Background: an optimization exercise with open tools, aiming at small area. Do not read the settings as production practice.
Function was checked by simulation only, so behaviour that the tests miss may differ from the original.
Power and IR drop assume default switching activity.

==> module rx_frame_proc, before the edit <==
module rx_frame_proc
  (
   input             CLK,
   input             RST,
   input [15:0]      RXDATA,
   input [1:0]       RX_IS_K,
   output reg [15:0] FRM_DATA,
   output reg        FRM_DATA_VALID,
   output            GOOD_CRC,
   output            CRC_CHK_VLD
   );
   localparam
     D5_6  = 8'hC5,
     D16_2 = 8'h50,
     K28_5 = 8'hBC,
     K23_7 = 8'hF7,      
     K27_7 = 8'hFB,      
     K29_7 = 8'hFD,      
     K30_7 = 8'hFE,      
     PRMBL = 8'h55,      
     SOF_BYTE = 8'hD5;   
   localparam
     IDLE1 = {D5_6,K28_5},
     IDLE2 = {D16_2,K28_5};
   localparam [9:0] LEN_END = 10'h288;
   reg [15:0] data_d1, data_d2, data_r;
   reg [1:0]  k_d1;
   reg        rxvaldat_d2, rxvaldat_r;
   reg [9:0]  len_lfsr;
   reg        len_ovf;
   reg        bad_crc;
   wire       rxvaldat_d1;
   wire       wfp;
   wire       len_end = (len_lfsr == LEN_END);
   wire idle      = (k_d1 == 2'b01) && ((data_d1 == IDLE1) || (data_d1 == IDLE2));
   wire car_xtend = k_d1[1] && (data_d1[15:8] == K23_7) || k_d1[0] && (data_d1[7:0] == K23_7);
   wire err_prop  = k_d1[1] && (data_d1[15:8] == K30_7) || k_d1[0] && (data_d1[7:0] == K30_7);
   wire sop       = k_d1[0] && (data_d1[7:0] == K27_7);
   wire eop       = k_d1[1] && (data_d1[15:8] == K29_7) || k_d1[0] && (data_d1[7:0] == K29_7);
   wire pre       = !rxvaldat_d2 && ((data_d1[15:8] == PRMBL) || (data_d1[7:0] == PRMBL));
   wire sof       = !rxvaldat_d2 && ((data_d1[15:8] == SOF_BYTE) || (data_d1[7:0] == SOF_BYTE));
   wire nok       = (k_d1 == 2'b00);
   wire crc_calc    = rxvaldat_d1 & rxvaldat_r;
   wire last_crc    = ~rxvaldat_d1 & rxvaldat_d2;
   wire crc_valid_r = ~rxvaldat_d1 & rxvaldat_r;
   wire crc_load    = sop | ~(crc_calc | last_crc);
   wire crc_mtch;
   assign GOOD_CRC = !bad_crc;
   always @ (posedge CLK)
     begin
        data_d1 <= RXDATA;
        k_d1 <= RX_IS_K;
        data_d2 <= data_d1;
        data_r <= data_d2;
        rxvaldat_d2 <= rxvaldat_d1;
        rxvaldat_r <= rxvaldat_d2;
        FRM_DATA_VALID <= rxvaldat_d1 & rxvaldat_r;
        FRM_DATA       <= data_r;
     end
   pkt_proc pkt_proc_i(
              .CLK(CLK),
              .RST(RST),
              .CAR_XTEND(car_xtend),
              .EOP(eop),
              .ERR_PROP(err_prop),
              .IDLE(idle),
              .LEN_MAX(len_end | len_ovf),
              .WFP(wfp),
              .NOK(nok),
              .PRE(pre),
              .SOF(sof),
              .SOP(sop),
              .RXVALID(rxvaldat_d1),
              .CKDONE(CRC_CHK_VLD)
              );
   crc32_bgb crc_gen_i(
                       .clk(CLK),
                       .d(data_r),
                       .calc(crc_calc),
                       .load(crc_load),
                       .mtch(crc_mtch)
                       );
   always @(posedge CLK)
     begin
        if (crc_valid_r)
          bad_crc <= !crc_mtch;
        else if (sop)
          bad_crc <= 1'b0;
     end
   always @(posedge CLK)
     begin: DATA_LEN_REG
        if (!rxvaldat_d1)
          len_lfsr <= 10'h000;
        else
          len_lfsr <= {len_lfsr[8:0], ~(len_lfsr[9] ^ len_lfsr[6])};
     end
   always @(posedge CLK)
     begin
        if (wfp)
          len_ovf <= 1'b0;
        else if (len_end)
          len_ovf <= 1'b1;
     end
endmodule
==> flow/config.mk <==
export PLATFORM = sky130hd
export DESIGN_NAME = mgt_cfeb_rx
export DESIGN_NICKNAME = mgt_cfeb_rx
export VERILOG_FILES = /design/flow/design.v
export SDC_FILE = /design/flow/constraint.sdc
export NUM_CORES = 4
export LEC_CHECK = 0
export CAP_MARGIN = 20
export CORE_MARGIN = 2
export CORE_UTILIZATION = 55
export PLACE_DENSITY = 0.7
export SLEW_MARGIN = 20
==> flow/constraint.sdc <==
create_clock -name core_clock -period 5.0 [get_ports {CLK}]
set_input_delay 1.0000 -clock core_clock [delete_from_list [all_inputs] [get_ports {CLK}]]
set_output_delay 1.0000 -clock core_clock [all_outputs]
set_load 0.01 [all_outputs]
standard.sh (not shown) runs the stock make flow with config.mk's settings and CLKGATE_MAP_FILE= SYNTH_SCRIPT=/design/flow/synth_recipe.tcl, a recipe that flattens the netlist after the stock synthesis.
==> flow/flow/run.sh <==
#!/bin/bash
# Own layout flow: the standard ORFS flow (standard.sh: the standard synthesis,
# floorplan, power grid and tap cells), with these layout choices changed:
#  * after the standard synthesis, flow/shrink.py sets combinational cells to their
#    smallest drive strength and splits 3-input XOR/XNOR cells into 2-input ones
#    (registers untouched); the layout's repair steps size cells up where needed;
#  * port buffers use the smallest buffer (buf_1) instead of buffer_ports' default
#    (clkdlybuf4s50_1): every input and output still gets its own buffer;
#  * clock tree synthesis without dummy loads, with sink clusters sized for clkbuf_8.
# Each step's output goes to a log file in this folder; ORFS also writes each
# tool's log under orfs/logs.
set -euo pipefail
R=orfs/results/sky130hd/mgt_cfeb_rx/base
LIB=$FLOW_HOME/platforms/sky130hd/lib/sky130_fd_sc_hd__tt_025C_1v80.lib
CTS_SIZE=$(cat flow/cts_size)
CTS_DIAM=$(cat flow/cts_diameter)
bash standard.sh synth > flow_synth.log 2>&1
cp $R/1_2_yosys.v flow_standard_synth.v
python3 flow/shrink.py $LIB flow_standard_synth.v $R/1_2_yosys.v > flow_shrink.log 2>&1
rm -f $R/1_synth.odb $R/1_synth.sdc
bash standard.sh \
  "BUFFER_PORTS_ARGS=-buffer_cell sky130_fd_sc_hd__buf_1" \
  "CTS_ARGS=-sink_clustering_enable -repair_clock_nets -dont_use_dummy_load -sink_clustering_size $CTS_SIZE -sink_clustering_max_diameter $CTS_DIAM -buf_list sky130_fd_sc_hd__clkbuf_8" \
  finish > flow_finish.log 2>&1
Other scripts of this flow, unchanged in this note and not shown: flow/flow/cts_diameter, flow/flow/cts_size, flow/flow/shrink.py
Next try:
--- a/flow/design.v
+++ b/flow/design.v
@@ -268,10 +268,14 @@
           bad_crc <= 1'b0;
      end
+   localparam [9:0] LEN_INV = 10'b1010101010;
+   reg  [9:0] len_reg;
+   always @*
+     len_lfsr = len_reg ^ LEN_INV;
    always @(posedge CLK)
      begin: DATA_LEN_REG
         if (!rxvaldat_d1)
-          len_lfsr <= 10'h000;
+          len_reg <= 10'h000 ^ LEN_INV;
         else
-          len_lfsr <= {len_lfsr[8:0], ~(len_lfsr[9] ^ len_lfsr[6])};
+          len_reg <= {len_lfsr[8:0], ~(len_lfsr[9] ^ len_lfsr[6])} ^ LEN_INV;
      end
    always @(posedge CLK)
After rerunning: The new run produced a clean layout. Final cell count barely changes. Via count rises by 1.4%. Power increases by about 0.36%. First-iteration DRC count is higher by about 8%. Fmax fell by about 2.6%. Clock skew came out higher by 33 ps. Hold slack is worse by 25 ps. Utilization shrinks by 0.26 points. Cell area is lower by 0.83%. Worst setup slack is worse by 92 ps.

afterwards: timing with drivers on the ports:
In the flow no input, the clock included, has a driving cell. The finished layouts below were timed again as built, in two steps. Step 1 assumes that a clkbuf_16 drives the clock port and a buf_2 every other input. Step 2 also shifts input and output timing later by t, the mid clock arrival at the registers, as if the neighbouring blocks saw the same clock. Three values: ideal, step 1, step 2; two values: the first two.
run | shift t [ns] | setup slack, ns | worst hold slack (ns) | clock arrival spread, ns | worst register clock-pin slew, ns
the first run | 0.719 | 1.602 / 1.572 / 1.572 | 0.289 / 0.253 / 0.312 | 0.063 / 0.063 | 0.11 / 0.11
the second run | 0.720 | 1.510 / 1.483 / 1.483 | 0.264 / 0.228 / 0.288 | 0.086 / 0.086 | 0.11 / 0.11
After both steps setup and hold are still met in every run listed. For the first run, which loses most, drivers alone change the setup slack by -0.030 ns; drivers and shift together by -0.030 ns.
